Source: an optimization exercise on an open RTL-to-GDS flow (aim: small area). Production flows keep margins and buffers that such runs may drop. In this exercise RTL edits were held to simulation tests only and were not proved equivalent to the original. The flow treats the clock pin as an ideal source. Dropping or thinning the clock tree relies on that and would not hold on a real chip. Power is estimated from default activity; no workload was simulated.

==> flow/design.v (excerpt) <==
module enduro_video(iRST_n,
                    iVGA_CLK,
                    show_cars,
                    car_user_x,
                    car2_x,
                    car2_y,
                    car3_x,
                    car3_y,
                    oBLANK_n,
                    oHS,
                    oVS,
                    b_data,
                    g_data,
                    r_data);
Settings: LEC_CHECK=0, CAP_MARGIN=20, CORE_MARGIN=2, CORE_UTILIZATION=60, SLEW_MARGIN=20; clock period 15.0 ns.
standard.sh (not shown) runs the stock make flow with config.mk's settings and CLKGATE_MAP_FILE= SYNTH_SCRIPT=/design/flow/synth_recipe.tcl, a recipe that flattens the netlist after the stock synthesis.
==> flow/flow/run.sh <==
#!/bin/bash
# Own layout flow: the standard flow (standard.sh) with these changes:
#  - synthesis maps the logic with the area-oriented ABC script flow/abc.script
#    (which restructures the logic with &deepsyn for two minutes before mapping)
#    (everything else in ORFS's synthesis, and the standard flow's wrapper around it, is unchanged,
#    so the registers keep the standard synthesis's names and cell types);
#  - after synthesis, flow/pol.py removes inverters around the full adders by
#    using some adders with all their pins complemented (a full adder is
#    self-dual), then flow/remap.ys maps all the logic between the full adders
#    and the registers again with ABC (flow/abc_remap.script), half adders and
#    inverters included; flow/pol_eq.ys proves each step's netlist equivalent
#    to the synthesised one, and the flow keeps the last one so proven;
#  - the port buffers that global placement inserts are sky130_fd_sc_hd__buf_1;
#  - the clock tree is one level of two sky130_fd_sc_hd__clkbuf_8, each driving
#    half of the registers' clock pins, fed directly by the clock port
#    (flow/cts_pre.tcl, run by ORFS's CTS step before its clock_tree_synthesis
#    call, which it replaces).
# Each tool's output goes to a log file here; ORFS's own logs are under orfs/logs.
set -euo pipefail
W=$PWD
# ORFS's synth.tcl, with its abc call given our script
sed 's|^\( *\)log_cmd abc {\*}$abc_args|\1set abc_args [lreplace $abc_args 1 1 '"$W"'/flow/abc.script]\n\1log_cmd abc {*}$abc_args|' \
  "$FLOW_HOME/scripts/synth.tcl" > "$W/own_synth.tcl"
grep -q "flow/abc.script" "$W/own_synth.tcl"
sed "s|\$::env(SCRIPTS_DIR)/synth.tcl|$W/own_synth.tcl|" synth_recipe.tcl > own_synth_recipe.tcl
grep -q "own_synth.tcl" own_synth_recipe.tcl
sed "s|SYNTH_SCRIPT=[^ ]*|SYNTH_SCRIPT=$W/own_synth_recipe.tcl|" standard.sh > own_standard.sh
grep -q "own_synth_recipe.tcl" own_standard.sh
export BUFFER_PORTS_ARGS="-buffer_cell sky130_fd_sc_hd__buf_1"
export PRE_CTS_TCL="$W/flow/cts_pre.tcl"
bash own_standard.sh synth > synth.log 2>&1
RES="$W/orfs/results/$FLOW_PLATFORM/enduro_video/base"
LIB="$FLOW_HOME/platforms/$FLOW_PLATFORM/lib/sky130_fd_sc_hd__tt_025C_1v80.lib"
YOSYS=$(command -v yosys || echo "$FLOW_HOME/../tools/install/yosys/bin/yosys")
cp "$RES/1_2_yosys.v" "$W/netlist_abc.v"
# prove a netlist equivalent to the synthesised one: prove NETLIST LOG
prove() {
  sed -e "s|@LIB@|$LIB|" -e "s|@GOLD@|$W/netlist_abc.v|" -e "s|@GATE@|$1|" flow/pol_eq.ys > "$2.ys"
  "$YOSYS" -q -l "$2.log" "$2.ys" > "$2.out" 2>&1
}
use=""
if python3 "$W/flow/pol.py" "$W/netlist_abc.v" "$W/netlist_pol.v" > pol.log 2>&1; then
  if prove "$W/netlist_pol.v" pol_eq; then
    use="$W/netlist_pol.v"
    DONTUSE=$(grep -o '^abc -script .*' "$W/orfs/logs/$FLOW_PLATFORM/enduro_video/base/1_2_yosys.log" | head -1 \
              | grep -o -- '-dont_use [^ ]*' | tr '\n' ' ' || true)
    sed -e "s|@LIB@|$LIB|g" -e "s|@IN@|$W/netlist_pol.v|" -e "s|@OUT@|$W/netlist_remap.v|" \
        -e "s|@SCRIPT@|$W/flow/abc_remap.script|" -e "s|@DONTUSE@|$DONTUSE|" -e "s|@STAT@|$W/remap_stat.txt|" \
        flow/remap.ys > remap.ys
    if "$YOSYS" -q -l remap.log remap.ys > remap.out 2>&1 && prove "$W/netlist_remap.v" remap_eq; then
      a_pol=$(python3 flow/area.py "$LIB" "$W/netlist_pol.v")
      a_remap=$(python3 flow/area.py "$LIB" "$W/netlist_remap.v")
      echo "cell area: $a_pol after pol.py, $a_remap after remap.ys" >> pol.log
      if python3 -c "import sys; sys.exit(0 if $a_remap < $a_pol else 1)"; then
        use="$W/netlist_remap.v"
      fi
    fi
  fi
fi
if [[ -n "$use" ]]; then
  cp "$use" "$RES/1_2_yosys.v"
  echo "netlist used: $use" >> pol.log
else
  echo "netlist used: the synthesised one" >> pol.log
fi
bash own_standard.sh > layout.log 2>&1
Other scripts of this flow, unchanged in this note and not shown: flow/flow/abc.script, flow/flow/abc_remap.script, flow/flow/area.py, flow/flow/cts_pre.tcl, flow/flow/pol.py, flow/flow/pol_eq.ys, flow/flow/remap.ys
The first run produced a clean layout.
Next try:
--- a/flow/design.v
+++ b/flow/design.v
@@ -85,39 +85,40 @@
 end
 wire [2:0] code;
 enduro_color color (.XN(XN), .YN(YN[8:0]), .band(band), .show_cars(show_cars),
                     .car_user_x(car_user_x), .car2_x(car2_x), .car2_y(car2_y),
                     .car3_x(car3_x), .car3_y(car3_y), .code(code));
 reg [2:0] c;
 always @(posedge iVGA_CLK)
   c <= code;
-wire r_hi = (~c[1] & c[2]) | (~c[0] & c[2]);    
-wire r_lo = (~c[0] & c[2]) | (c[0] & ~c[1]);    
-wire g7 = (~c[0] & c[1]);
-wire g6 = (c[0]) | (c[1]);        
-wire g5 = (c[1]);        
-wire g4 = (c[0] & ~c[2]) | (c[1]);        
-wire g2 = (c[0] & ~c[1]) | (~c[0] & c[1]);
+wire r_hi = c[2];
+wire r_lo = c[2] | (c[0] & ~c[1]);
+wire g7 = c[1] & c[0];
+wire g6 = c[1] | c[0];
+wire g5 = c[1];
+wire g4 = c[1] | (c[0] & ~c[2]);
+wire g2 = c[0];
 assign r_data = {r_hi, r_lo, r_hi, r_lo, r_hi, r_lo, r_hi, r_lo};
 assign g_data = {g7, g6, g5, g4, g5, g2, g5, g6};
 assign b_data = {g5, g4, g5, g4, g5, g4, g5, g4};
 endmodule
 module enduro_color(
     input [9:0] XN,
     input [8:0] YN,
     input band,
     input show_cars,
     input [9:0] car_user_x,
     input [9:0] car2_x,
     input [9:0] car2_y,
     input [9:0] car3_x,
     input [9:0] car3_y,
     output reg [2:0] code);
-localparam BLK = 3'd0, GRY = 3'd1, BLU = 3'd7, CYN = 3'd2, RED = 3'd4, ORG = 3'd5, WHT = 3'd6;
+localparam BLK = 3'b000, GRY = 3'b001, BLU = 3'b010, CYN = 3'b011,
+           RED = 3'b100, ORG = 3'b101, WHT = 3'b111;
 function [10:0] add10(input [9:0] a, input [9:0] b);
   integer i;
   reg c;
   begin
     c = 1'b1;
     for (i = 0; i < 10; i = i + 1) begin
       add10[i] = ~(~a[i] ^ ~b[i] ^ c);
       c = (~a[i] & ~b[i]) | (c & (~a[i] ^ ~b[i]));
Outcome: Hold slack got worse by 0.032 ns; global-route usage is lower by 0.77 points; power fell by 0.51%; wire length drops by 1.9%; setup slack is better by 0.10 ns; final area is about the same; cell count goes up by 1.9%; clock power drops by about 3%.
In every run of this note, the design's own scripts or RTL, not TritonCTS, make the clock network.

re-timing with driven ports:
The results above use ideal ports. As a check the final layouts listed here were re-extracted and re-timed, cells and wires unchanged.
Step 1 assumes that a clkbuf_16 drives the clock port and a buf_2 every other input.
Step 2, shift: input delay + t, output delay - t, t = (earliest + latest rising clock arrival at the registers) / 2. This alone moves slack from input paths to output paths.
Three values: ideal, step 1, step 2; two values: the first two.
| run | t, ns | slack for setup (ns) | latest minus earliest clock arrival (ns) | worst slew at a driven data input, ns | cell pins on the clock port's net |
|---|---|---|---|---|---|
| the first run | 0.192 | 4.850 / 4.866 / 4.674 | 0.009 / 0.009 | 0.03 | 2 |
| the second run | 0.189 | 4.950 / 4.967 / 4.778 | 0.005 / 0.006 | 0.04 | 2 |
After both steps setup and hold are still met in every run listed. The setup slack of the first run, which loses most, moves by +0.016 ns with the drivers and by -0.176 ns with both steps.
